Source: an optimization exercise on an open RTL-to-GDS flow (aim: small area and a short achievable clock period). Production flows keep margins and buffers that such runs may drop. The RTL of this run was laid out without a check of its function. No activity file was given, so power comes from the tool's default toggle rates.

<file path="flow/design.v">
module mac (
    input  logic clk,
    input  logic rst,
    input  logic signed [15:0] a_in,
    input  logic signed [15:0] b_in,
    input  logic acc_clear,
    output logic acc_out_valid,
    output logic signed [34:0] acc_out
);
logic [15:0] a_r;
logic [7:0] one_r, two_r, neg_r;
wire  [16:0] bx = {b_in, 1'b0};
integer k;
always_ff @(posedge clk) begin
    for (k = 0; k < 8; k = k + 1) begin
        one_r[k] <= bx[2*k+1] ^ bx[2*k];
        two_r[k] <= (bx[2*k+2] & ~bx[2*k+1] & ~bx[2*k]) | (~bx[2*k+2] & bx[2*k+1] & bx[2*k]);
        neg_r[k] <= bx[2*k+2];
    end
    a_r <= rst ? 16'd0 : a_in;
end
wire [17:0] ax = {a_r[15], a_r, 1'b0};
wire [16:0] pp0;
wire [16:0] pp1;
wire [16:0] pp2;
wire [16:0] pp3;
wire [16:0] pp4;
wire [16:0] pp5;
wire [16:0] pp6;
wire [16:0] pp7;
genvar gi, gj;
generate for (gj = 0; gj < 8; gj = gj + 1) begin : g_pp
    for (gi = 0; gi < 17; gi = gi + 1) begin : g_bit
        wire v = (one_r[gj] & ax[gi+1]) | (two_r[gj] & ax[gi]);
        if (gj == 0) assign pp0[gi] = v ^ neg_r[0];
        if (gj == 1) assign pp1[gi] = v ^ neg_r[1];
        if (gj == 2) assign pp2[gi] = v ^ neg_r[2];
        if (gj == 3) assign pp3[gi] = v ^ neg_r[3];
        if (gj == 4) assign pp4[gi] = v ^ neg_r[4];
        if (gj == 5) assign pp5[gi] = v ^ neg_r[5];
        if (gj == 6) assign pp6[gi] = v ^ neg_r[6];
        if (gj == 7) assign pp7[gi] = v ^ neg_r[7];
    end
end endgenerate
logic [34:0] acc_s;
logic [16:0] acc_cr;
wire  [34:0] acc_c;
logic [1:0] t;
wire hold = acc_out_valid & ~acc_clear;
wire [34:0] acc_in_s = acc_clear ? 35'd0 : acc_s;
wire [34:0] acc_in_c = acc_clear ? 35'd0 : acc_c;
assign acc_c = {acc_cr[16], 1'b0, acc_cr[15], 1'b0, acc_cr[14], 1'b0, acc_cr[13], 1'b0, acc_cr[12], 1'b0, acc_cr[11], 1'b0, acc_cr[10], 1'b0, acc_cr[9], 1'b0, acc_cr[8], 1'b0, acc_cr[7], 1'b0, acc_cr[6], 1'b0, acc_cr[5], 1'b0, acc_cr[4], 1'b0, acc_cr[3], 1'b0, acc_cr[2], 1'b0, acc_cr[1], 1'b0, acc_cr[0], 1'b0, 1'b0};
wire s0, c0, s1, c1, s2, c2, s3, c3, s4, c4, s5, c5, s6, c6, s7, c7, s8, c8, s9, c9, s10, c10, s11, c11, s12, c12, s13, c13, s14, c14, s15, c15, s16, c16, s17, c17, s18, c18, s19, c19, s20, c20, s21, c21, s22, c22, s23, c23, s24, c24, s25, c25, s26, c26, s27, c27, s28, c28, s29, c29, s30, c30, s31, c31, s32, c32, s33, c33, s34, c34, s35, c35, s36, c36, s37, c37, s38, c38, s39, c39, s40, c40, s41, c41, s42, c42, s43, c43, s44, c44, s45, c45, s46, c46, s47, c47, s48, c48, s49, c49, s50, c50, s51, c51, s52, c52, s53, c53, s54, c54, s55, c55, s56, c56, s57, c57, s58, c58, s59, c59, s60, c60, s61, c61, s62, c62, s63, c63, s64, c64, s65, c65, s66, c66, s67, c67, s68, c68, s69, c69, s70, c70, s71, c71, s72, c72, s73, c73, s74, c74, s75, c75, s76, c76, s77, c77, s78, c78, s79, c79, s80, c80, s81, c81, s82, c82, s83, c83, s84, c84, s85, c85, s86, c86, s87, c87, s88, c88, s89, c89, s90, c90, s91, c91, s92, c92, s93, c93, s94, c94, s95, c95, s96, c96, s97, c97, s98, c98, s99, c99, s100, c100, s101, c101, s102, c102, s103, c103, s104, c104, s105, c105, s106, c106, s107, c107, s108, c108, s109, c109, s110, c110, s111, c111, s112, c112, s113, c113, s114, c114, s115, c115, s116, c116, s117, c117, s118, c118, s119, c119, s120, c120, s121, c121, s122, c122, s123, c123, s124, c124, s125, c125, s126, c126, s127, c127, s128, c128, s129, c129, s130, c130, s131, c131, s132, c132, s133, c133, s134, c134, s135, c135, s136, c136, s137, c137, s138, c138, s139, c139, s140, c140, s141, c141, s142, c142, s143, c143, s144, c144, s145, c145, s146, c146, s147, c147, s148, c148, s149, c149, s150, c150, s151, c151, s152, c152, s153, c153;
mac_ha u_ha0 (.a(neg_r[0]), .b(pp0[0]), .s(s0), .co(c0));
mac_ha u_ha1 (.a(pp0[1]), .b(c0), .s(s1), .co(c1));
mac_fa u_fa2 (.a(neg_r[1]), .b(pp0[2]), .c(pp1[0]), .s(s2), .co(c2));
mac_fa u_fa3 (.a(s2), .b(c1), .c(acc_in_s[2]), .s(s3), .co(c3));
mac_fa u_fa4 (.a(pp0[3]), .b(pp1[1]), .c(c2), .s(s4), .co(c4));
mac_ha u_ha5 (.a(s4), .b(acc_in_s[3]), .s(s5), .co(c5));
mac_fa u_fa6 (.a(neg_r[2]), .b(pp0[4]), .c(pp1[2]), .s(s6), .co(c6));
mac_fa u_fa7 (.a(pp2[0]), .b(s6), .c(c4), .s(s7), .co(c7));
mac_fa u_fa8 (.a(acc_in_s[4]), .b(acc_in_c[4]), .c(c5), .s(s8), .co(c8));
mac_fa u_fa9 (.a(pp0[5]), .b(pp1[3]), .c(pp2[1]), .s(s9), .co(c9));
mac_fa u_fa10 (.a(c6), .b(s9), .c(acc_in_s[5]), .s(s10), .co(c10));
mac_ha u_ha11 (.a(c7), .b(s10), .s(s11), .co(c11));
mac_fa u_fa12 (.a(neg_r[3]), .b(pp0[6]), .c(pp1[4]), .s(s12), .co(c12));
mac_fa u_fa13 (.a(pp2[2]), .b(pp3[0]), .c(c9), .s(s13), .co(c13));
mac_fa u_fa14 (.a(s12), .b(s13), .c(acc_in_s[6]), .s(s14), .co(c14));
mac_fa u_fa15 (.a(acc_in_c[6]), .b(c10), .c(s14), .s(s15), .co(c15));
mac_fa u_fa16 (.a(pp0[7]), .b(pp1[5]), .c(pp2[3]), .s(s16), .co(c16));
mac_fa u_fa17 (.a(pp3[1]), .b(c12), .c(s16), .s(s17), .co(c17));
mac_fa u_fa18 (.a(c13), .b(acc_in_s[7]), .c(s17), .s(s18), .co(c18));
mac_ha u_ha19 (.a(c14), .b(s18), .s(s19), .co(c19));
mac_fa u_fa20 (.a(neg_r[4]), .b(pp0[8]), .c(pp1[6]), .s(s20), .co(c20));
mac_fa u_fa21 (.a(pp2[4]), .b(pp3[2]), .c(pp4[0]), .s(s21), .co(c21));
mac_fa u_fa22 (.a(c16), .b(s20), .c(s21), .s(s22), .co(c22));
mac_fa u_fa23 (.a(c17), .b(acc_in_s[8]), .c(acc_in_c[8]), .s(s23), .co(c23));
mac_fa u_fa24 (.a(s22), .b(c18), .c(s23), .s(s24), .co(c24));
mac_fa u_fa25 (.a(pp0[9]), .b(pp1[7]), .c(pp2[5]), .s(s25), .co(c25));
mac_fa u_fa26 (.a(pp3[3]), .b(pp4[1]), .c(c20), .s(s26), .co(c26));
mac_fa u_fa27 (.a(c21), .b(s25), .c(s26), .s(s27), .co(c27));
mac_fa u_fa28 (.a(c22), .b(acc_in_s[9]), .c(c23), .s(s28), .co(c28));
mac_ha u_ha29 (.a(s27), .b(c24), .s(s29), .co(c29));
mac_fa u_fa30 (.a(neg_r[5]), .b(pp0[10]), .c(pp1[8]), .s(s30), .co(c30));
mac_fa u_fa31 (.a(pp2[6]), .b(pp3[4]), .c(pp4[2]), .s(s31), .co(c31));
mac_fa u_fa32 (.a(pp5[0]), .b(c25), .c(s30), .s(s32), .co(c32));
mac_fa u_fa33 (.a(s31), .b(c26), .c(acc_in_s[10]), .s(s33), .co(c33));
mac_fa u_fa34 (.a(acc_in_c[10]), .b(s32), .c(c27), .s(s34), .co(c34));
mac_fa u_fa35 (.a(s33), .b(c28), .c(s34), .s(s35), .co(c35));
mac_fa u_fa36 (.a(pp0[11]), .b(pp1[9]), .c(pp2[7]), .s(s36), .co(c36));
mac_fa u_fa37 (.a(pp3[5]), .b(pp4[3]), .c(pp5[1]), .s(s37), .co(c37));
mac_fa u_fa38 (.a(c30), .b(c31), .c(s36), .s(s38), .co(c38));
mac_fa u_fa39 (.a(s37), .b(c32), .c(acc_in_s[11]), .s(s39), .co(c39));
mac_fa u_fa40 (.a(s38), .b(c33), .c(s39), .s(s40), .co(c40));
mac_ha u_ha41 (.a(c34), .b(s40), .s(s41), .co(c41));
mac_fa u_fa42 (.a(neg_r[6]), .b(pp0[12]), .c(pp1[10]), .s(s42), .co(c42));
mac_fa u_fa43 (.a(pp2[8]), .b(pp3[6]), .c(pp4[4]), .s(s43), .co(c43));
mac_fa u_fa44 (.a(pp5[2]), .b(pp6[0]), .c(c36), .s(s44), .co(c44));
mac_fa u_fa45 (.a(c37), .b(s42), .c(s43), .s(s45), .co(c45));
mac_fa u_fa46 (.a(s44), .b(c38), .c(acc_in_s[12]), .s(s46), .co(c46));
mac_fa u_fa47 (.a(acc_in_c[12]), .b(s45), .c(c39), .s(s47), .co(c47));
mac_fa u_fa48 (.a(s46), .b(c40), .c(s47), .s(s48), .co(c48));
mac_fa u_fa49 (.a(pp0[13]), .b(pp1[11]), .c(pp2[9]), .s(s49), .co(c49));
mac_fa u_fa50 (.a(pp3[7]), .b(pp4[5]), .c(pp5[3]), .s(s50), .co(c50));
mac_fa u_fa51 (.a(pp6[1]), .b(c42), .c(c43), .s(s51), .co(c51));
mac_fa u_fa52 (.a(s49), .b(s50), .c(c44), .s(s52), .co(c52));
mac_fa u_fa53 (.a(s51), .b(c45), .c(acc_in_s[13]), .s(s53), .co(c53));
mac_fa u_fa54 (.a(s52), .b(c46), .c(s53), .s(s54), .co(c54));
mac_ha u_ha55 (.a(c47), .b(s54), .s(s55), .co(c55));
mac_fa u_fa56 (.a(neg_r[7]), .b(pp0[14]), .c(pp1[12]), .s(s56), .co(c56));
mac_fa u_fa57 (.a(pp2[10]), .b(pp3[8]), .c(pp4[6]), .s(s57), .co(c57));
mac_fa u_fa58 (.a(pp5[4]), .b(pp6[2]), .c(pp7[0]), .s(s58), .co(c58));
mac_fa u_fa59 (.a(c49), .b(c50), .c(s56), .s(s59), .co(c59));
mac_fa u_fa60 (.a(s57), .b(s58), .c(c51), .s(s60), .co(c60));
mac_fa u_fa61 (.a(acc_in_s[14]), .b(acc_in_c[14]), .c(s59), .s(s61), .co(c61));
mac_fa u_fa62 (.a(c52), .b(s60), .c(c53), .s(s62), .co(c62));
mac_fa u_fa63 (.a(s61), .b(c54), .c(s62), .s(s63), .co(c63));
mac_fa u_fa64 (.a(pp0[15]), .b(pp1[13]), .c(pp2[11]), .s(s64), .co(c64));
mac_fa u_fa65 (.a(pp3[9]), .b(pp4[7]), .c(pp5[5]), .s(s65), .co(c65));
mac_fa u_fa66 (.a(pp6[3]), .b(pp7[1]), .c(c56), .s(s66), .co(c66));
mac_fa u_fa67 (.a(c57), .b(c58), .c(s64), .s(s67), .co(c67));
mac_fa u_fa68 (.a(s65), .b(s66), .c(c59), .s(s68), .co(c68));
mac_fa u_fa69 (.a(acc_in_s[15]), .b(s67), .c(c60), .s(s69), .co(c69));
mac_fa u_fa70 (.a(c61), .b(s68), .c(s69), .s(s70), .co(c70));
mac_ha u_ha71 (.a(c62), .b(s70), .s(s71), .co(c71));
mac_fa u_fa72 (.a(pp0[16]), .b(pp1[14]), .c(pp2[12]), .s(s72), .co(c72));
mac_fa u_fa73 (.a(pp3[10]), .b(pp4[8]), .c(pp5[6]), .s(s73), .co(c73));
mac_fa u_fa74 (.a(pp6[4]), .b(pp7[2]), .c(c64), .s(s74), .co(c74));
mac_fa u_fa75 (.a(c65), .b(s72), .c(s73), .s(s75), .co(c75));
mac_fa u_fa76 (.a(c66), .b(s74), .c(c67), .s(s76), .co(c76));
mac_fa u_fa77 (.a(acc_in_s[16]), .b(acc_in_c[16]), .c(s75), .s(s77), .co(c77));
mac_fa u_fa78 (.a(c68), .b(s76), .c(s77), .s(s78), .co(c78));
mac_fa u_fa79 (.a(c69), .b(s78), .c(c70), .s(s79), .co(c79));
mac_fa u_fa80 (.a(pp0[16]), .b(pp1[15]), .c(pp2[13]), .s(s80), .co(c80));
mac_fa u_fa81 (.a(pp3[11]), .b(pp4[9]), .c(pp5[7]), .s(s81), .co(c81));
mac_fa u_fa82 (.a(pp6[5]), .b(pp7[3]), .c(c72), .s(s82), .co(c82));
mac_fa u_fa83 (.a(c73), .b(s80), .c(s81), .s(s83), .co(c83));
mac_fa u_fa84 (.a(c74), .b(s82), .c(c75), .s(s84), .co(c84));
mac_fa u_fa85 (.a(acc_in_s[17]), .b(s83), .c(c76), .s(s85), .co(c85));
mac_fa u_fa86 (.a(c77), .b(s84), .c(s85), .s(s86), .co(c86));
mac_ha u_ha87 (.a(c78), .b(s86), .s(s87), .co(c87));
mac_fa u_fa88 (.a(~pp0[16]), .b(~pp1[16]), .c(pp2[14]), .s(s88), .co(c88));
mac_fa u_fa89 (.a(pp3[12]), .b(pp4[10]), .c(pp5[8]), .s(s89), .co(c89));
mac_fa u_fa90 (.a(pp6[6]), .b(pp7[4]), .c(c80), .s(s90), .co(c90));
mac_fa u_fa91 (.a(c81), .b(s88), .c(s89), .s(s91), .co(c91));
mac_fa u_fa92 (.a(c82), .b(s90), .c(c83), .s(s92), .co(c92));
mac_fa u_fa93 (.a(acc_in_s[18]), .b(acc_in_c[18]), .c(s91), .s(s93), .co(c93));
mac_fa u_fa94 (.a(c84), .b(s92), .c(s93), .s(s94), .co(c94));
mac_fa u_fa95 (.a(c85), .b(s94), .c(c86), .s(s95), .co(c95));
mac_fa u_fa96 (.a(~pp2[15]), .b(pp3[13]), .c(pp4[11]), .s(s96), .co(c96));
mac_fa u_fa97 (.a(pp5[9]), .b(pp6[7]), .c(pp7[5]), .s(s97), .co(c97));
mac_fa u_fa98 (.a(c88), .b(c89), .c(s96), .s(s98), .co(c98));
mac_fa u_fa99 (.a(s97), .b(c90), .c(c91), .s(s99), .co(c99));
mac_fa u_fa100 (.a(acc_in_s[19]), .b(s98), .c(c92), .s(s100), .co(c100));
mac_fa u_fa101 (.a(c93), .b(s99), .c(s100), .s(s101), .co(c101));
mac_ha u_ha102 (.a(c94), .b(s101), .s(s102), .co(c102));
mac_fa u_fa103 (.a(~pp2[16]), .b(pp3[14]), .c(pp4[12]), .s(s103), .co(c103));
mac_fa u_fa104 (.a(pp5[10]), .b(pp6[8]), .c(pp7[6]), .s(s104), .co(c104));
mac_fa u_fa105 (.a(pp2[15]), .b(c96), .c(c97), .s(s105), .co(c105));
mac_fa u_fa106 (.a(s103), .b(s104), .c(s105), .s(s106), .co(c106));
mac_fa u_fa107 (.a(c98), .b(acc_in_s[20]), .c(acc_in_c[20]), .s(s107), .co(c107));
mac_fa u_fa108 (.a(c99), .b(s106), .c(s107), .s(s108), .co(c108));
mac_fa u_fa109 (.a(c100), .b(s108), .c(c101), .s(s109), .co(c109));
mac_fa u_fa110 (.a(~pp3[15]), .b(pp4[13]), .c(pp5[11]), .s(s110), .co(c110));
mac_fa u_fa111 (.a(pp6[9]), .b(pp7[7]), .c(c103), .s(s111), .co(c111));
mac_fa u_fa112 (.a(c104), .b(s110), .c(c105), .s(s112), .co(c112));
mac_fa u_fa113 (.a(s111), .b(acc_in_s[21]), .c(c106), .s(s113), .co(c113));
mac_fa u_fa114 (.a(s112), .b(c107), .c(s113), .s(s114), .co(c114));
mac_ha u_ha115 (.a(c108), .b(s114), .s(s115), .co(c115));
mac_fa u_fa116 (.a(~pp3[16]), .b(pp4[14]), .c(pp5[12]), .s(s116), .co(c116));
mac_fa u_fa117 (.a(pp6[10]), .b(pp7[8]), .c(pp3[15]), .s(s117), .co(c117));
mac_fa u_fa118 (.a(c110), .b(s116), .c(s117), .s(s118), .co(c118));
mac_fa u_fa119 (.a(c111), .b(acc_in_s[22]), .c(acc_in_c[22]), .s(s119), .co(c119));
mac_fa u_fa120 (.a(s118), .b(c112), .c(s119), .s(s120), .co(c120));
mac_fa u_fa121 (.a(c113), .b(s120), .c(c114), .s(s121), .co(c121));
mac_fa u_fa122 (.a(~pp4[15]), .b(pp5[13]), .c(pp6[11]), .s(s122), .co(c122));
mac_fa u_fa123 (.a(pp7[9]), .b(c116), .c(c117), .s(s123), .co(c123));
mac_fa u_fa124 (.a(s122), .b(s123), .c(c118), .s(s124), .co(c124));
mac_fa u_fa125 (.a(acc_in_s[23]), .b(c119), .c(s124), .s(s125), .co(c125));
mac_ha u_ha126 (.a(c120), .b(s125), .s(s126), .co(c126));
mac_fa u_fa127 (.a(~pp4[16]), .b(pp5[14]), .c(pp6[12]), .s(s127), .co(c127));
mac_fa u_fa128 (.a(pp7[10]), .b(pp4[15]), .c(c122), .s(s128), .co(c128));
mac_fa u_fa129 (.a(s127), .b(c123), .c(s128), .s(s129), .co(c129));
mac_fa u_fa130 (.a(acc_in_s[24]), .b(acc_in_c[24]), .c(c124), .s(s130), .co(c130));
mac_fa u_fa131 (.a(s129), .b(c125), .c(s130), .s(s131), .co(c131));
mac_fa u_fa132 (.a(~pp5[15]), .b(pp6[13]), .c(pp7[11]), .s(s132), .co(c132));
mac_fa u_fa133 (.a(c127), .b(s132), .c(c128), .s(s133), .co(c133));
mac_fa u_fa134 (.a(acc_in_s[25]), .b(c129), .c(s133), .s(s134), .co(c134));
mac_ha u_ha135 (.a(c130), .b(s134), .s(s135), .co(c135));
mac_fa u_fa136 (.a(~pp5[16]), .b(pp6[14]), .c(pp7[12]), .s(s136), .co(c136));
mac_fa u_fa137 (.a(pp5[15]), .b(c132), .c(s136), .s(s137), .co(c137));
mac_fa u_fa138 (.a(acc_in_s[26]), .b(acc_in_c[26]), .c(s137), .s(s138), .co(c138));
mac_fa u_fa139 (.a(c133), .b(s138), .c(c134), .s(s139), .co(c139));
mac_fa u_fa140 (.a(~pp6[15]), .b(pp7[13]), .c(c136), .s(s140), .co(c140));
mac_fa u_fa141 (.a(s140), .b(c137), .c(acc_in_s[27]), .s(s141), .co(c141));
mac_ha u_ha142 (.a(c138), .b(s141), .s(s142), .co(c142));
mac_fa u_fa143 (.a(~pp6[16]), .b(pp7[14]), .c(pp6[15]), .s(s143), .co(c143));
mac_fa u_fa144 (.a(s143), .b(c140), .c(acc_in_s[28]), .s(s144), .co(c144));
mac_fa u_fa145 (.a(acc_in_c[28]), .b(c141), .c(s144), .s(s145), .co(c145));
mac_fa u_fa146 (.a(~pp7[15]), .b(c143), .c(acc_in_s[29]), .s(s146), .co(c146));
mac_ha u_ha147 (.a(c144), .b(s146), .s(s147), .co(c147));
mac_fa u_fa148 (.a(~pp7[16]), .b(pp7[15]), .c(acc_in_s[30]), .s(s148), .co(c148));
mac_fa u_fa149 (.a(acc_in_c[30]), .b(c146), .c(s148), .s(s149), .co(c149));
mac_ha u_ha150 (.a(~acc_in_s[31]), .b(c148), .s(s150), .co(c150));
mac_fa u_fa151 (.a(~acc_in_s[32]), .b(acc_in_c[32]), .c(acc_in_s[31]), .s(s151), .co(c151));
mac_ha u_ha152 (.a(~acc_in_s[33]), .b(acc_in_s[32]), .s(s152), .co(c152));
mac_fa u_fa153 (.a(~acc_in_s[34]), .b(acc_in_c[34]), .c(acc_in_s[33]), .s(s153), .co(c153));
wire [34:0] rx = {c152, s152, c150, s150, c147, s147, c142, s142, c135, s135, c126, s126, c115, s115, c102, s102, c87, s87, c71, s71, c55, s55, c41, s41, c29, s29, c19, s19, c11, s11, s7, s5, acc_in_c[2], s1, s0};
wire [34:0] ry = {s153, c151, s151, c149, s149, c145, s145, c139, s139, c131, s131, c121, s121, c109, s109, c95, s95, c79, s79, c63, s63, c48, s48, c35, s35, s28, s24, c15, s15, c8, s8, c3, s3, acc_in_s[1], acc_in_s[0]};
wire [34:0] nxt_s;
wire [34:0] nxt_c;
wire [2:0] blk0 = {1'b0, rx[1:0]} + {1'b0, ry[1:0]};
assign nxt_s[1:0] = blk0[1:0];
wire [2:0] blk2 = {1'b0, rx[3:2]} + {1'b0, ry[3:2]};
assign nxt_s[3:2] = blk2[1:0];
wire [2:0] blk4 = {1'b0, rx[5:4]} + {1'b0, ry[5:4]};
assign nxt_s[5:4] = blk4[1:0];
wire [2:0] blk6 = {1'b0, rx[7:6]} + {1'b0, ry[7:6]};
assign nxt_s[7:6] = blk6[1:0];
wire [2:0] blk8 = {1'b0, rx[9:8]} + {1'b0, ry[9:8]};
assign nxt_s[9:8] = blk8[1:0];
wire [2:0] blk10 = {1'b0, rx[11:10]} + {1'b0, ry[11:10]};
assign nxt_s[11:10] = blk10[1:0];
wire [2:0] blk12 = {1'b0, rx[13:12]} + {1'b0, ry[13:12]};
assign nxt_s[13:12] = blk12[1:0];
wire [2:0] blk14 = {1'b0, rx[15:14]} + {1'b0, ry[15:14]};
assign nxt_s[15:14] = blk14[1:0];
wire [2:0] blk16 = {1'b0, rx[17:16]} + {1'b0, ry[17:16]};
assign nxt_s[17:16] = blk16[1:0];
wire [2:0] blk18 = {1'b0, rx[19:18]} + {1'b0, ry[19:18]};
assign nxt_s[19:18] = blk18[1:0];
wire [2:0] blk20 = {1'b0, rx[21:20]} + {1'b0, ry[21:20]};
assign nxt_s[21:20] = blk20[1:0];
wire [2:0] blk22 = {1'b0, rx[23:22]} + {1'b0, ry[23:22]};
assign nxt_s[23:22] = blk22[1:0];
wire [2:0] blk24 = {1'b0, rx[25:24]} + {1'b0, ry[25:24]};
assign nxt_s[25:24] = blk24[1:0];
wire [2:0] blk26 = {1'b0, rx[27:26]} + {1'b0, ry[27:26]};
assign nxt_s[27:26] = blk26[1:0];
wire [2:0] blk28 = {1'b0, rx[29:28]} + {1'b0, ry[29:28]};
assign nxt_s[29:28] = blk28[1:0];
wire [2:0] blk30 = {1'b0, rx[31:30]} + {1'b0, ry[31:30]};
assign nxt_s[31:30] = blk30[1:0];
wire [2:0] blk32 = {1'b0, rx[33:32]} + {1'b0, ry[33:32]};
assign nxt_s[33:32] = blk32[1:0];
wire [1:0] blk34 = {1'b0, rx[34:34]} + {1'b0, ry[34:34]};
assign nxt_s[34:34] = blk34[0:0];
assign nxt_c[0] = 1'b0;
assign nxt_c[1] = 1'b0;
assign nxt_c[2] = blk0[2];
assign nxt_c[3] = 1'b0;
assign nxt_c[4] = blk2[2];
assign nxt_c[5] = 1'b0;
assign nxt_c[6] = blk4[2];
assign nxt_c[7] = 1'b0;
assign nxt_c[8] = blk6[2];
assign nxt_c[9] = 1'b0;
assign nxt_c[10] = blk8[2];
assign nxt_c[11] = 1'b0;
assign nxt_c[12] = blk10[2];
assign nxt_c[13] = 1'b0;
assign nxt_c[14] = blk12[2];
assign nxt_c[15] = 1'b0;
assign nxt_c[16] = blk14[2];
assign nxt_c[17] = 1'b0;
assign nxt_c[18] = blk16[2];
assign nxt_c[19] = 1'b0;
assign nxt_c[20] = blk18[2];
assign nxt_c[21] = 1'b0;
assign nxt_c[22] = blk20[2];
assign nxt_c[23] = 1'b0;
assign nxt_c[24] = blk22[2];
assign nxt_c[25] = 1'b0;
assign nxt_c[26] = blk24[2];
assign nxt_c[27] = 1'b0;
assign nxt_c[28] = blk26[2];
assign nxt_c[29] = 1'b0;
assign nxt_c[30] = blk28[2];
assign nxt_c[31] = 1'b0;
assign nxt_c[32] = blk30[2];
assign nxt_c[33] = 1'b0;
assign nxt_c[34] = blk32[2];
wire [16:0] nxt_cr = {nxt_c[34], nxt_c[32], nxt_c[30], nxt_c[28], nxt_c[26], nxt_c[24], nxt_c[22], nxt_c[20], nxt_c[18], nxt_c[16], nxt_c[14], nxt_c[12], nxt_c[10], nxt_c[8], nxt_c[6], nxt_c[4], nxt_c[2]};
always_ff @(posedge clk) begin
    if (rst) begin
        acc_s <= '0; acc_cr <= '0; acc_out_valid <= 1'b0; t <= 2'd0;
    end else if (acc_clear) begin
        acc_s <= nxt_s; acc_cr <= nxt_cr; t <= 2'd1; acc_out_valid <= 1'b0;
    end else if (!acc_out_valid) begin
        acc_s <= nxt_s; acc_cr <= nxt_cr; t <= t + 2'd1; acc_out_valid <= (t == 2'd3);
    end
end
wire [34:0] op = acc_s ^ acc_c;
wire [34:0] og = acc_s & acc_c;
wire xg0 = og[1] | (op[1] & og[0]);
wire xp0 = op[1] & op[0];
wire xg1 = og[3] | (op[3] & og[2]);
wire xp1 = op[3] & op[2];
wire xg2 = og[5] | (op[5] & og[4]);
wire xp2 = op[5] & op[4];
wire xg3 = og[7] | (op[7] & og[6]);
wire xp3 = op[7] & op[6];
wire xg4 = og[9] | (op[9] & og[8]);
wire xp4 = op[9] & op[8];
wire xg5 = og[11] | (op[11] & og[10]);
wire xp5 = op[11] & op[10];
wire xg6 = og[13] | (op[13] & og[12]);
wire xp6 = op[13] & op[12];
wire xg7 = og[15] | (op[15] & og[14]);
wire xp7 = op[15] & op[14];
wire xg8 = og[17] | (op[17] & og[16]);
wire xp8 = op[17] & op[16];
wire xg9 = og[19] | (op[19] & og[18]);
wire xp9 = op[19] & op[18];
wire xg10 = og[21] | (op[21] & og[20]);
wire xp10 = op[21] & op[20];
wire xg11 = og[23] | (op[23] & og[22]);
wire xp11 = op[23] & op[22];
wire xg12 = og[25] | (op[25] & og[24]);
wire xp12 = op[25] & op[24];
wire xg13 = og[27] | (op[27] & og[26]);
wire xp13 = op[27] & op[26];
wire xg14 = og[29] | (op[29] & og[28]);
wire xp14 = op[29] & op[28];
wire xg15 = og[31] | (op[31] & og[30]);
wire xp15 = op[31] & op[30];
wire xg16 = og[33] | (op[33] & og[32]);
wire xp16 = op[33] & op[32];
wire xg17 = og[2] | (op[2] & xg0);
wire xp17 = op[2] & xp0;
wire xg18 = xg1 | (xp1 & xg0);
wire xp18 = xp1 & xp0;
wire xg19 = og[6] | (op[6] & xg2);
wire xp19 = op[6] & xp2;
wire xg20 = xg3 | (xp3 & xg2);
wire xp20 = xp3 & xp2;
wire xg21 = og[10] | (op[10] & xg4);
wire xp21 = op[10] & xp4;
wire xg22 = xg5 | (xp5 & xg4);
wire xp22 = xp5 & xp4;
wire xg23 = og[14] | (op[14] & xg6);
wire xp23 = op[14] & xp6;
wire xg24 = xg7 | (xp7 & xg6);
wire xp24 = xp7 & xp6;
wire xg25 = og[18] | (op[18] & xg8);
wire xp25 = op[18] & xp8;
wire xg26 = xg9 | (xp9 & xg8);
wire xp26 = xp9 & xp8;
wire xg27 = og[22] | (op[22] & xg10);
wire xp27 = op[22] & xp10;
wire xg28 = xg11 | (xp11 & xg10);
wire xp28 = xp11 & xp10;
wire xg29 = og[26] | (op[26] & xg12);
wire xp29 = op[26] & xp12;
wire xg30 = xg13 | (xp13 & xg12);
wire xp30 = xp13 & xp12;
wire xg31 = og[30] | (op[30] & xg14);
wire xp31 = op[30] & xp14;
wire xg32 = xg15 | (xp15 & xg14);
wire xp32 = xp15 & xp14;
wire xg33 = og[34] | (op[34] & xg16);
wire xp33 = op[34] & xp16;
wire xg34 = og[4] | (op[4] & xg18);
wire xp34 = op[4] & xp18;
wire xg35 = xg2 | (xp2 & xg18);
wire xp35 = xp2 & xp18;
wire xg36 = xg19 | (xp19 & xg18);
wire xp36 = xp19 & xp18;
wire xg37 = xg20 | (xp20 & xg18);
wire xp37 = xp20 & xp18;
wire xg38 = og[12] | (op[12] & xg22);
wire xp38 = op[12] & xp22;
wire xg39 = xg6 | (xp6 & xg22);
wire xp39 = xp6 & xp22;
wire xg40 = xg23 | (xp23 & xg22);
wire xp40 = xp23 & xp22;
wire xg41 = xg24 | (xp24 & xg22);
wire xp41 = xp24 & xp22;
wire xg42 = og[20] | (op[20] & xg26);
wire xp42 = op[20] & xp26;
wire xg43 = xg10 | (xp10 & xg26);
wire xp43 = xp10 & xp26;
wire xg44 = xg27 | (xp27 & xg26);
wire xp44 = xp27 & xp26;
wire xg45 = xg28 | (xp28 & xg26);
wire xp45 = xp28 & xp26;
wire xg46 = og[28] | (op[28] & xg30);
wire xp46 = op[28] & xp30;
wire xg47 = xg14 | (xp14 & xg30);
wire xp47 = xp14 & xp30;
wire xg48 = xg31 | (xp31 & xg30);
wire xp48 = xp31 & xp30;
wire xg49 = xg32 | (xp32 & xg30);
wire xp49 = xp32 & xp30;
wire xg50 = og[8] | (op[8] & xg37);
wire xp50 = op[8] & xp37;
wire xg51 = xg4 | (xp4 & xg37);
wire xp51 = xp4 & xp37;
wire xg52 = xg21 | (xp21 & xg37);
wire xp52 = xp21 & xp37;
wire xg53 = xg22 | (xp22 & xg37);
wire xp53 = xp22 & xp37;
wire xg54 = xg38 | (xp38 & xg37);
wire xp54 = xp38 & xp37;
wire xg55 = xg39 | (xp39 & xg37);
wire xp55 = xp39 & xp37;
wire xg56 = xg40 | (xp40 & xg37);
wire xp56 = xp40 & xp37;
wire xg57 = xg41 | (xp41 & xg37);
wire xp57 = xp41 & xp37;
wire xg58 = og[24] | (op[24] & xg45);
wire xp58 = op[24] & xp45;
wire xg59 = xg12 | (xp12 & xg45);
wire xp59 = xp12 & xp45;
wire xg60 = xg29 | (xp29 & xg45);
wire xp60 = xp29 & xp45;
wire xg61 = xg30 | (xp30 & xg45);
wire xp61 = xp30 & xp45;
wire xg62 = xg46 | (xp46 & xg45);
wire xp62 = xp46 & xp45;
wire xg63 = xg47 | (xp47 & xg45);
wire xp63 = xp47 & xp45;
wire xg64 = xg48 | (xp48 & xg45);
wire xp64 = xp48 & xp45;
wire xg65 = xg49 | (xp49 & xg45);
wire xp65 = xp49 & xp45;
wire xg66 = og[16] | (op[16] & xg57);
wire xp66 = op[16] & xp57;
wire xg67 = xg8 | (xp8 & xg57);
wire xp67 = xp8 & xp57;
wire xg68 = xg25 | (xp25 & xg57);
wire xp68 = xp25 & xp57;
wire xg69 = xg26 | (xp26 & xg57);
wire xp69 = xp26 & xp57;
wire xg70 = xg42 | (xp42 & xg57);
wire xp70 = xp42 & xp57;
wire xg71 = xg43 | (xp43 & xg57);
wire xp71 = xp43 & xp57;
wire xg72 = xg44 | (xp44 & xg57);
wire xp72 = xp44 & xp57;
wire xg73 = xg45 | (xp45 & xg57);
wire xp73 = xp45 & xp57;
wire xg74 = xg58 | (xp58 & xg57);
wire xp74 = xp58 & xp57;
wire xg75 = xg59 | (xp59 & xg57);
wire xp75 = xp59 & xp57;
wire xg76 = xg60 | (xp60 & xg57);
wire xp76 = xp60 & xp57;
wire xg77 = xg61 | (xp61 & xg57);
wire xp77 = xp61 & xp57;
wire xg78 = xg62 | (xp62 & xg57);
wire xp78 = xp62 & xp57;
wire xg79 = xg63 | (xp63 & xg57);
wire xp79 = xp63 & xp57;
wire xg80 = xg64 | (xp64 & xg57);
wire xp80 = xp64 & xp57;
wire xg81 = xg65 | (xp65 & xg57);
wire xp81 = xp65 & xp57;
wire xg82 = og[32] | (op[32] & xg81);
wire xp82 = op[32] & xp81;
wire xg83 = xg16 | (xp16 & xg81);
wire xp83 = xp16 & xp81;
wire xg84 = xg33 | (xp33 & xg81);
wire xp84 = xp33 & xp81;
assign acc_out[0] = op[0];
mac_xor u_xo1 (.a(op[1]), .b(og[0]), .y(acc_out[1]));
mac_xor u_xo2 (.a(op[2]), .b(xg0), .y(acc_out[2]));
mac_xor u_xo3 (.a(op[3]), .b(xg17), .y(acc_out[3]));
mac_xor u_xo4 (.a(op[4]), .b(xg18), .y(acc_out[4]));
mac_xor u_xo5 (.a(op[5]), .b(xg34), .y(acc_out[5]));
mac_xor u_xo6 (.a(op[6]), .b(xg35), .y(acc_out[6]));
mac_xor u_xo7 (.a(op[7]), .b(xg36), .y(acc_out[7]));
mac_xor u_xo8 (.a(op[8]), .b(xg37), .y(acc_out[8]));
mac_xor u_xo9 (.a(op[9]), .b(xg50), .y(acc_out[9]));
mac_xor u_xo10 (.a(op[10]), .b(xg51), .y(acc_out[10]));
mac_xor u_xo11 (.a(op[11]), .b(xg52), .y(acc_out[11]));
mac_xor u_xo12 (.a(op[12]), .b(xg53), .y(acc_out[12]));
mac_xor u_xo13 (.a(op[13]), .b(xg54), .y(acc_out[13]));
mac_xor u_xo14 (.a(op[14]), .b(xg55), .y(acc_out[14]));
mac_xor u_xo15 (.a(op[15]), .b(xg56), .y(acc_out[15]));
mac_xor u_xo16 (.a(op[16]), .b(xg57), .y(acc_out[16]));
mac_xor u_xo17 (.a(op[17]), .b(xg66), .y(acc_out[17]));
mac_xor u_xo18 (.a(op[18]), .b(xg67), .y(acc_out[18]));
mac_xor u_xo19 (.a(op[19]), .b(xg68), .y(acc_out[19]));
mac_xor u_xo20 (.a(op[20]), .b(xg69), .y(acc_out[20]));
mac_xor u_xo21 (.a(op[21]), .b(xg70), .y(acc_out[21]));
mac_xor u_xo22 (.a(op[22]), .b(xg71), .y(acc_out[22]));
mac_xor u_xo23 (.a(op[23]), .b(xg72), .y(acc_out[23]));
mac_xor u_xo24 (.a(op[24]), .b(xg73), .y(acc_out[24]));
mac_xor u_xo25 (.a(op[25]), .b(xg74), .y(acc_out[25]));
mac_xor u_xo26 (.a(op[26]), .b(xg75), .y(acc_out[26]));
mac_xor u_xo27 (.a(op[27]), .b(xg76), .y(acc_out[27]));
mac_xor u_xo28 (.a(op[28]), .b(xg77), .y(acc_out[28]));
mac_xor u_xo29 (.a(op[29]), .b(xg78), .y(acc_out[29]));
mac_xor u_xo30 (.a(op[30]), .b(xg79), .y(acc_out[30]));
mac_xor u_xo31 (.a(op[31]), .b(xg80), .y(acc_out[31]));
mac_xor u_xo32 (.a(op[32]), .b(xg81), .y(acc_out[32]));
mac_xor u_xo33 (.a(op[33]), .b(xg82), .y(acc_out[33]));
mac_xor u_xo34 (.a(op[34]), .b(xg83), .y(acc_out[34]));
endmodule
module mac_fa (input logic a, input logic b, input logic c, output logic s, output logic co);
    assign s = a ^ b ^ c;
    assign co = (a & b) | (c & (a ^ b));
endmodule
module mac_ha (input logic a, input logic b, output logic s, output logic co);
    assign s = a ^ b;
    assign co = a & b;
endmodule
module mac_xor (input logic a, input logic b, output logic y);
    assign y = a ^ b;
endmodule
</file>
<file path="flow/flow/run.sh">
#!/bin/bash
# Standard ORFS layout (the standard.sh, standard synthesis unchanged); the only
# difference is the cell used for the port buffers that buffer_ports inserts.
set -euo pipefail
export BUFFER_PORTS_ARGS="-buffer_cell sky130_fd_sc_hd__buf_2"
bash standard.sh > standard_flow.log 2>&1
</file>
<file path="flow/standard.sh">
#!/bin/bash
# synth_recipe.tcl (not shown) runs the flow's synth.tcl, then flattens the netlist and writes it again
# the make line also repeats each setting of config.mk as NAME=value (left out here)
make -C /OpenROAD-flow-scripts/flow DESIGN_CONFIG=/design/flow/config.mk WORK_HOME=/design/flow/orfs CLKGATE_MAP_FILE= SYNTH_SCRIPT=/design/flow/synth_recipe.tcl "${@:-finish}"
</file>
<file path="flow/config.mk">
export PLATFORM = sky130hd
export DESIGN_NAME = mac
export DESIGN_NICKNAME = mac
export VERILOG_FILES = /design/flow/design.v
export SDC_FILE = /design/flow/constraint.sdc
export NUM_CORES = 4
export LEC_CHECK = 0
export CAP_MARGIN = 20
export CORE_MARGIN = 2
export CORE_UTILIZATION = 40
export SETUP_SLACK_MARGIN = 4.5
export SLEW_MARGIN = 60
export SYNTH_HIERARCHICAL = 1
export SYNTH_MINIMUM_KEEP_SIZE = 0
export TNS_END_PERCENT = 0
</file>
<file path="flow/constraint.sdc">
create_clock -name core_clock -period 7.5 [get_ports {clk}]
set_input_delay 1.5000 -clock core_clock [delete_from_list [all_inputs] [get_ports {clk}]]
set_output_delay 1.5000 -clock core_clock [all_outputs]
set_load 0.01 [all_outputs]
</file>
==> key figures <==
Synth
  • Syn_area_per_cell: 9.79 um^2
  • Synthesized instance count: 1050
  • Cell variety after synth: 41
  • Post-Synth Adder-Cell Area: 0.361
  • Synth Area in Compound Gates: 0.141
  • Post-synthesis sequential area ratio: 0.185
  • Mapped cell area: 10300 um^2
  • Post-synthesis mux area share: 0.000974
  • Fraction of synthesized cell area in xor and xnor cells: 0.153
  • Largest family of logic cells by synthesized area: adder cells
  • Yosys warnings: 7
  • FF+latch count, synth: 95
  • Simple-gate share of the synthesized area: 0.116

Critical path
  • Delay of the slowest cell on the worst path: 0.55 ns
  • CP Launch Type: flop
  • Critical Path Fanout Max: 6
  • Critical Path RT: 7.79 ns
  • Crit end category: flop
  • CP cell instances: buf_4 > a22oi_1 > xnor2_1 > fa_1 > fa_1 > fa_1 > fa_1 > fa_1 > ha_1 > fa_1 > nand2_1 > a21oi_1
  • Most used cell, CP: fa_1
  • Crit path max-delay family: adder cells
  • Critical-path top delay cell: fa_1
  • CP bufs+invs: 1
  • Critical path class: reg -> reg
  • Critical Path AT: 4.54 ns

Routing
  • First DRT Iteration DRCs: 511
  • Final WL: 25900 um
  • Drc violations: 0
  • Post-route ant nets: 0
  • Wirelength per Cell: 18.2 um
  • DRT Pass-1 Iters: 5
  • Via count: 7742
  • Avg Vias per Cell: 5.43

STA
  • Fmax: 235 MHz
  • Post-route clock skew: 0.00587 ns
  • RSZ-0062 raised after global routing: true
  • Final setup violation count: 0
  • Setup TNS: 0 ns
  • Smallest hold slack: 0.467 ns
  • Final hold viol count: 0
  • Final Cycle Share: 0.567
  • Slew Limit Fails: 0
  • Minimum clock period: 4.25 ns

Finish
  • Fin cells: 1426
  • Fraction of layout cells with a size suffix above 1: 0.216
  • Ant. Diodes: 0
  • Layout area overhead: 15.5%
  • # nets final: 1332

Worst hold path
  • Hold WC Path Type: reg -> reg

Power
  • VDD IR max: 245 uV
  • Leakage: 4.80 nW
  • PD cells: 376 nW/um^2

Global route
  • Global Route Usage Sum: 0.198
  • Total grt overflow: 0
  • Pin count of the biggest net entering global routing: 72
  • First-pass GRT wire length: 41600 um
  • Vias in the first global route: 7758
  • Initial antenna violation count: 0

Die
  • Starting density of the core: 0.408
  • IO Pins: 71
  • Core Rows: 58
  • Die Height: 164 um
  • Die width: 164 um
  • Core ar.: 25200 um^2
  • Total die area: 27000 um^2

CTS
  • Longest Clk Path Bufs: 2
  • CTS tree: built
  • CTS clk-pin slew, worst paths: 0.07 ns
  • Clock latency (worst-skew pair): 0.36 ns
  • CTS buffer count: 9
  • H-Tree Level Count: 3
  • Sink Count: 95
  • Clock Root Buffer: clkbuf_16

Place
  • DPL Wire Length: 18100 um
  • Gpl congestion: 0.806
  • Placed Instances: 1361
  • I/O Buffers: 70

Outcome
  • Status: timing/DRC/antenna clean

Flow run
  • MaxCap Viol Count: 0
==> synthesized netlist by cell type <==
cell / instances / area (um^2)
inv_1: 14 / 52.6
a21boi_0: 1 / 7.51
fa_1: 153 / 3060
nand2_1: 121 / 454
buf_2: 8 / 40.0
and2_4: 1 / 8.76
a31o_1: 3 / 26.3
buf_4: 1 / 7.51
a211o_1: 1 / 8.76
and2_1: 8 / 50.1
a31oi_1: 4 / 25.0
a31o_2: 1 / 8.76
clkbuf_1: 88 / 330
a211oi_1: 1 / 7.51
xor2_1: 49 / 429
a21o_1: 1 / 7.51
or3_1: 1 / 6.26
conb_1: 1 / 3.75
o21ai_0: 18 / 90.1
nand3_1: 4 / 20.0
nor2_1: 9 / 33.8
a21oi_1: 56 / 280
o221ai_1: 1 / 8.76
a22oi_1: 121 / 908
buf_1: 1 / 3.75
dfxtp_1: 95 / 1900
nor3b_1: 1 / 7.51
mux2i_1: 1 / 10.0
a311oi_2: 1 / 15.0
ha_1: 52 / 651
nor3_1: 5 / 25.0
or2_4: 1 / 8.76
o21ai_2: 2 / 17.5
nand4_1: 3 / 18.8
o21bai_1: 2 / 15.0
xnor2_1: 131 / 1150
nand3b_1: 6 / 45.0
nand2b_1: 12 / 75.1
and3_1: 1 / 6.26
a31oi_4: 1 / 21.3
nor2b_1: 69 / 432
==> flip-flops by register name, summed over array words and instances, names as in the netlist <==
register,count
neg_r,8
acc_s,35
acc_cr,17
t,2
a_r,16
two_r,8
acc_out_valid,1
one_r,8
==> power by group <==
part	internal [mW]	leakage (nW)	switching (mW)	total [mW]
registers	0.649	0.809	0.167	0.816
clock network	0.279	0.151	0.218	0.497
logic	1.53	3.84	1.62	3.15
==> worst reg2reg max path: stages (launching register included) <==
cell     delay, ns
dfxtp_4       0.39
buf_4         0.17
a22oi_1       0.20
xnor2_1       0.18
fa_1          0.46
fa_1          0.55
fa_1          0.44
fa_1          0.52
fa_1          0.43
ha_1          0.20
fa_1          0.48
nand2_1       0.05
a21oi_1       0.12
==> modules after synthesis, one instance, submodules excluded <==
module	flip-flops and latches	times used	cell area, um^2	cells inside
mac	95	1	7030	862
mac_fa	0	136	20.0	1
mac_ha	0	18	12.5	1
mac_xor	0	34	8.76	1
==> layout make-up <==
type | instances | area (um^2)
clock inverter | 4 | 52.6
timing repair buffer | 128 | 886
inverter | 14 | 52.6
sequential | 95 | 2040
clock buffer | 11 | 254
tap | 330 | 413
fill | 2399 | 13300
multi-input combinational | 844 | 8170
==> logic make-up (layout without fill, tap and decap cells) <==
family                   Yosys count  in the layout
AND/OR/NAND/NOR                  242            242
adder cells (fa/ha/maj)          205            205
buffers and inverters            112            157
multiplexers                       1              1
XOR/XNOR                         180            180
other                              1              2
AO/OA/AOI/OAI                    214            214
flip-flops                        95             95
==> repair_timing <==
action | CTS | global route
cloned | 0 | 0
gates resized for setup | 52 | 6
endpoints found under the hold margin | 0 | 0
buffers inserted | 48 | 2
hold buffers | 0 | 0
setup endpoints to repair | 77 | 77
pin swaps | 24 | 4
==> routing by layer <==
layer  GRT usage  part of all wire  vias up
met5           0                 0        -
met4      0.0766             0.030        0
met3      0.0263             0.046       51
met2       0.341              0.52      221
met1       0.253              0.41     3906
li1            -                 -     3564
==> final timing paths <==
kind	endpoint	startpoint	cells after the start	slack, ns
max reg2reg	acc_s[17]	a_r[12]	12	3.25
max	acc_s[17]	a_r[12]	12	3.25
min	acc_s[0]	acc_s[0]	2	0.47
min reg2reg	acc_s[0]	acc_s[0]	2	0.47
==> metrics by stage <==
stage	area [um^2]	total power, mW	setup WS (ns)	util
6_report	11900	4.46	3.25	0.471
5_1_grt	11900	5.07	3.12	0.471
4_1_cts	11800	4.56	3.26	0.470
3_5_place_dp	10900	4.00	2.82	0.434
3_3_place_gp	10900	3.91	2.61	0.431
2_1_floorplan	10600	3.19	3.30	-
==> placed cells by master, fill, tap and decap left out, types with 8 or more instances in the layout <==
cell         n
a21oi_1     56
a22oi_1    107
a22oi_2     14
and2_1       8
buf_2       69
buf_4       48
clkbuf_16   10
dfxtp_1     59
dfxtp_4     36
fa_1       134
fa_2        19
ha_1        50
inv_1       14
nand2_1    121
nand2b_1    11
nor2_1       9
nor2b_1     62
o21ai_0     16
xnor2_1    126
xor2_1      48

==> what the ideal ports hide <==
The flow's constraints put no driver on any port. The routed layout listed below was extracted and timed again, unchanged, in two steps.
Step 1 (the two cells are an assumption about what drives the block):
set clk [get_ports {clk}]
set_driving_cell -lib_cell sky130_fd_sc_hd__clkbuf_16 $clk
set_driving_cell -lib_cell sky130_fd_sc_hd__buf_2 [delete_from_list [all_inputs] $clk]
Step 2 adds t to the input delays and takes it off the output delays; t is the mean of the earliest and latest rising clock arrival at the registers after step 1. Input paths then give back, and output paths get back, about the clock's delay inside the block.
Slacks: no drivers / after step 1 / after step 2; pairs: no drivers / after step 1.
t (ns): 0.401
setup WS [ns]: 3.246 / 3.236 / 2.925
worst slew at a driven data input, ns: 0.04
cell pins on the clock port's net: 1
After both steps this run still meets setup and hold. For this run, drivers alone change the setup slack by -0.010 ns; drivers and shift together by -0.321 ns.
